From an optimization exercise on the open Yosys and OpenROAD flow, aimed at small area; shortcuts taken in it are not production practice.
Where RTL was checked, it was by simulation tests only, not by an equivalence proof against the original.
Power figures rest on the tool's default switching activity, not on a simulated workload.

==> inputs of run Y <==
// fir
module fir(clk, din, reset, dout);
input clk;
input signed [7:0] din;
input reset;
output signed [15:0] dout;
reg [7:0] x1;
reg [7:0] x2;
reg [7:0] x3;
reg [7:0] x4;
reg [7:0] x5;
reg [7:0] x6;
reg [7:0] x7;
reg [7:0] x8;
reg [7:0] x9;
reg [7:0] x10;
reg [7:0] x11;
reg [7:0] x12;
wire rst_n = ~reset;
wire [7:0] d1;
an r1 (.a(rst_n), .b(din[0]), .y(d1[0]));
nd r2 (.a(rst_n), .b(din[1]), .y(d1[1]));
an r3 (.a(rst_n), .b(din[2]), .y(d1[2]));
nd r4 (.a(rst_n), .b(din[3]), .y(d1[3]));
nd r5 (.a(rst_n), .b(din[4]), .y(d1[4]));
nd r6 (.a(rst_n), .b(din[5]), .y(d1[5]));
an r7 (.a(rst_n), .b(din[6]), .y(d1[6]));
nd r8 (.a(rst_n), .b(din[7]), .y(d1[7]));
wire [7:0] d2;
nd r9 (.a(rst_n), .b(x1[0]), .y(d2[0]));
og r10 (.a(reset), .b(x1[1]), .y(d2[1]));
nd r11 (.a(rst_n), .b(x1[2]), .y(d2[2]));
nr r12 (.a(reset), .b(x1[3]), .y(d2[3]));
og r13 (.a(reset), .b(x1[4]), .y(d2[4]));
nr r14 (.a(reset), .b(x1[5]), .y(d2[5]));
nd r15 (.a(rst_n), .b(x1[6]), .y(d2[6]));
nr r16 (.a(reset), .b(x1[7]), .y(d2[7]));
wire [7:0] d3;
nr r17 (.a(reset), .b(x2[0]), .y(d3[0]));
nr r18 (.a(reset), .b(x2[1]), .y(d3[1]));
nr r19 (.a(reset), .b(x2[2]), .y(d3[2]));
an r20 (.a(rst_n), .b(x2[3]), .y(d3[3]));
nr r21 (.a(reset), .b(x2[4]), .y(d3[4]));
an r22 (.a(rst_n), .b(x2[5]), .y(d3[5]));
nr r23 (.a(reset), .b(x2[6]), .y(d3[6]));
nd r24 (.a(rst_n), .b(x2[7]), .y(d3[7]));
wire [7:0] d4;
nd r25 (.a(rst_n), .b(x3[0]), .y(d4[0]));
nd r26 (.a(rst_n), .b(x3[1]), .y(d4[1]));
nd r27 (.a(rst_n), .b(x3[2]), .y(d4[2]));
nd r28 (.a(rst_n), .b(x3[3]), .y(d4[3]));
nd r29 (.a(rst_n), .b(x3[4]), .y(d4[4]));
nd r30 (.a(rst_n), .b(x3[5]), .y(d4[5]));
an r31 (.a(rst_n), .b(x3[6]), .y(d4[6]));
og r32 (.a(reset), .b(x3[7]), .y(d4[7]));
wire [7:0] d5;
og r33 (.a(reset), .b(x4[0]), .y(d5[0]));
nr r34 (.a(reset), .b(x4[1]), .y(d5[1]));
nr r35 (.a(reset), .b(x4[2]), .y(d5[2]));
nr r36 (.a(reset), .b(x4[3]), .y(d5[3]));
nr r37 (.a(reset), .b(x4[4]), .y(d5[4]));
nr r38 (.a(reset), .b(x4[5]), .y(d5[5]));
nd r39 (.a(rst_n), .b(x4[6]), .y(d5[6]));
nr r40 (.a(reset), .b(x4[7]), .y(d5[7]));
wire [7:0] d6;
og r41 (.a(reset), .b(x5[0]), .y(d6[0]));
nd r42 (.a(rst_n), .b(x5[1]), .y(d6[1]));
nd r43 (.a(rst_n), .b(x5[2]), .y(d6[2]));
nd r44 (.a(rst_n), .b(x5[3]), .y(d6[3]));
nd r45 (.a(rst_n), .b(x5[4]), .y(d6[4]));
nd r46 (.a(rst_n), .b(x5[5]), .y(d6[5]));
nr r47 (.a(reset), .b(x5[6]), .y(d6[6]));
  ...
clock: 6.5 ns
lec_check: 0
cap_margin: 20
core_margin: 2
core_utilization: 70
cts_buf_list: sky130_fd_sc_hd__clkbuf_4 sky130_fd_sc_hd__clkbuf_8
gpl_routability_driven: 0
gpl_timing_driven: 0
place_density: 0.8
slew_margin: 20
synth_hierarchical: 1
synth_minimum_keep_size: 0
standard.sh (not shown) runs the stock make flow with config.mk's settings and CLKGATE_MAP_FILE= SYNTH_SCRIPT=/design/flow/synth_recipe.tcl, a recipe that flattens the netlist after the stock synthesis.
==> flow/flow/run.sh <==
#!/bin/bash
# Layout flow: the standard flow (standard.sh, unchanged synthesis), with
# the ports buffered by the smallest buffer and no dummy loads on the clock tree.
set -euo pipefail
bash standard.sh \
  BUFFER_PORTS_ARGS="-buffer_cell sky130_fd_sc_hd__buf_1" \
  CTS_ARGS="-sink_clustering_enable -repair_clock_nets -buf_list {sky130_fd_sc_hd__clkbuf_4 sky130_fd_sc_hd__clkbuf_8 sky130_fd_sc_hd__clkbuf_16} -sink_clustering_size 40 -sink_clustering_max_diameter 150 -dont_use_dummy_load" \
  finish > flow.log 2>&1
==> inputs of run K, as changes to run Y <==
==> flow/flow/run.sh (replaced) <==
#!/bin/bash
# Layout flow: the standard flow (standard.sh, unchanged synthesis), with
# the ports buffered by the smallest buffer and no dummy loads on the clock tree.
set -euo pipefail
bash standard.sh \
  BUFFER_PORTS_ARGS="-buffer_cell sky130_fd_sc_hd__buf_1" \
  CTS_ARGS="-sink_clustering_enable -repair_clock_nets -buf_list {sky130_fd_sc_hd__clkbuf_8} -sink_clustering_size 28 -sink_clustering_max_diameter 100 -dont_use_dummy_load" \
  finish > flow.log 2>&1
==> inputs of run H, as changes to run Y <==
==> flow/flow/run.sh (replaced) <==
#!/bin/bash
# Layout flow: the standard flow (standard.sh, unchanged synthesis), with
# the ports buffered by the smallest buffer and no dummy loads on the clock tree.
set -euo pipefail
bash standard.sh \
  BUFFER_PORTS_ARGS="-buffer_cell sky130_fd_sc_hd__buf_1" \
  CTS_ARGS="-sink_clustering_enable -repair_clock_nets -buf_list {sky130_fd_sc_hd__clkbuf_4 sky130_fd_sc_hd__clkbuf_8} -dont_use_dummy_load" \
  finish > flow.log 2>&1
==> qor summary <==
	run K	run H	run Y
Cell accounting for the most synthesized area	fa_1	fa_1	fa_1
Clock Power Share	12.5%	12.5%	12.5%
Most common library cell in the layout ignoring fill and taps	fa_1	fa_1	fa_1
Fraction of layout instances using a drive strength above 1	10.6%	10.6%	10.6%
Status	timing/DRC/antenna clean	timing/DRC/antenna clean	timing/DRC/antenna clean
Worst Setup Start Kind	flip-flop	flip-flop	flip-flop
Global-route wire length before repair	18400 um	18400 um	18400 um
Area share of fa/ha/maj cells after synthesis	46.1%	46.1%	46.1%
Synth Flop Type	dfxtp_1	dfxtp_1	dfxtp_1
Hold_sp	x3[2]$_DFF_P_	x3[2]$_DFF_P_	x3[2]$_DFF_P_
Max-cap check violation count	0	0	0
Number of buffers on the longest clock path	2	2	2
Clock slew at reported path FFs	0.10 ns	0.10 ns	0.10 ns
Number of search-and-repair iterations in the first detailed-routing pass	4	4	4
Non-Clock Buffer Count	35	35	35
Met3 track demand over resource in global routing	4.05%	4.05%	4.05%
Total via count after detailed routing	3331	3331	3331
Most used routing layer	met2	met2	met2
Final instance area	6610 um^2	6610 um^2	6610 um^2

========
==> run a <==
fir, a different RTL version from the one above (not shown whole).
==> flow/config.mk <==
export PLATFORM = sky130hd
export DESIGN_NAME = fir
export DESIGN_NICKNAME = fir
export VERILOG_FILES = /design/flow/design.v
export SDC_FILE = /design/flow/constraint.sdc
export NUM_CORES = 4
export LEC_CHECK = 0
export ABC_AREA = 1
export CAP_MARGIN = 20
export CORE_MARGIN = 2
export CORE_UTILIZATION = 70
export CTS_BUF_LIST = sky130_fd_sc_hd__clkbuf_4 sky130_fd_sc_hd__clkbuf_8
export GPL_ROUTABILITY_DRIVEN = 0
export GPL_TIMING_DRIVEN = 0
export PLACE_DENSITY = 0.8
export SLEW_MARGIN = 20
export SYNTH_HIERARCHICAL = 1
export SYNTH_MINIMUM_KEEP_SIZE = 0
==> flow/constraint.sdc <==
create_clock -name core_clock -period 6.5 [get_ports {clk}]
set_input_delay 1.3000 -clock core_clock [delete_from_list [all_inputs] [get_ports {clk}]]
set_output_delay 1.3000 -clock core_clock [all_outputs]
set_load 0.01 [all_outputs]
==> flow/flow/run.sh <==
#!/bin/bash
# Layout flow: the standard flow (standard.sh, unchanged synthesis), with
# the ports buffered by the smallest buffer and no dummy loads on the clock tree.
set -euo pipefail
bash standard.sh \
  BUFFER_PORTS_ARGS="-buffer_cell sky130_fd_sc_hd__buf_1" \
  CTS_ARGS="-sink_clustering_enable -repair_clock_nets -buf_list {sky130_fd_sc_hd__clkbuf_4 sky130_fd_sc_hd__clkbuf_8} -dont_use_dummy_load" \
  finish > flow.log 2>&1
==> inputs of run b, as changes to run a <==
==> flow/config.mk (replaced) <==
export PLATFORM = sky130hd
export DESIGN_NAME = fir
export DESIGN_NICKNAME = fir
export VERILOG_FILES = /design/flow/design.v
export SDC_FILE = /design/flow/constraint.sdc
export NUM_CORES = 4
export LEC_CHECK = 0
export ABC_AREA = 1
export CAP_MARGIN = 5
export CORE_MARGIN = 2
export CORE_UTILIZATION = 80
export CTS_BUF_LIST = sky130_fd_sc_hd__clkbuf_4 sky130_fd_sc_hd__clkbuf_8
export GPL_ROUTABILITY_DRIVEN = 0
export GPL_TIMING_DRIVEN = 0
export PLACE_DENSITY = 0.85
export SLEW_MARGIN = 5
export SYNTH_HIERARCHICAL = 1
export SYNTH_MINIMUM_KEEP_SIZE = 0
==> results.txt <==
quantity	run a	run b
Status	finished clean	complete, but fails checks
Layout check failures	-	negative setup slack
Source of the worst hold timing path	x11[1]$_SDFF_PP0_	x9[4]$_SDFF_PP0_
Data-path buffer share of cell area in the final layout	0.0294	0.0305
Die outline height	98.5 µm	92.4 µm
Critical path's largest stage delay	0.58 ns	0.53 ns
WL per Instance	18.7 µm	23.3 µm
Fraction of standard cell area that is sequential	0.332	0.331
Core area	8680 µm²	7650 µm²
Signed area change from the synthesized netlist to the final layout	8.76%	9.00%
DRT iter0 DRCs	197	250
Number of cells on the critical path	21	23
Most common cell after layout, fill and taps aside	sky130_fd_sc_hd__dfxtp_1	sky130_fd_sc_hd__fa_1
Part of the power in the clock network	0.128	0.121
Time the final worst path needs with I/O delays and setup	6.39 ns	6.60 ns
Met1 wire length	4990 µm	5240 µm
Function was not checked in any run of this note: the RTL went through the layout flow alone.

-- re-timing with driven ports --
The flow's constraints put no driver on any port. The routed layouts listed below were extracted and timed again, unchanged, in two steps. Step 1 (the two cells are an assumption about what drives the block):
set clk [get_ports {clk}]
set_driving_cell -lib_cell sky130_fd_sc_hd__clkbuf_16 $clk
set_driving_cell -lib_cell sky130_fd_sc_hd__buf_2 [delete_from_list [all_inputs] $clk]
Step 2 moves the port delays by t, midway between the first and last clock arrival at a register: inputs arrive t later, outputs are due t later. That takes back most of the time a late clock gives input paths. a / b / c = ideal ports / drivers / drivers and shift; a / b = the first two.
run | t (ns) | setup slack, ns | worst setup path at the end | slew at the worst register clock pin (ns)
run Y | 0.391 | 0.094 / 0.094 / -0.070 | input to register | 0.11 / 0.11
run K | 0.391 | 0.094 / 0.094 / -0.070 | input to register | 0.11 / 0.11
run H | 0.391 | 0.094 / 0.094 / -0.070 | input to register | 0.11 / 0.11
run a | 0.386 | 0.113 / 0.113 / -0.004 | input to register | 0.11 / 0.11
run b | 0.398 | -0.101 / -0.101 / -0.237 | input to register | 0.11 / 0.11
Met with ideal ports but missed after step 2: setup timing in run Y, run K, run H and run a.
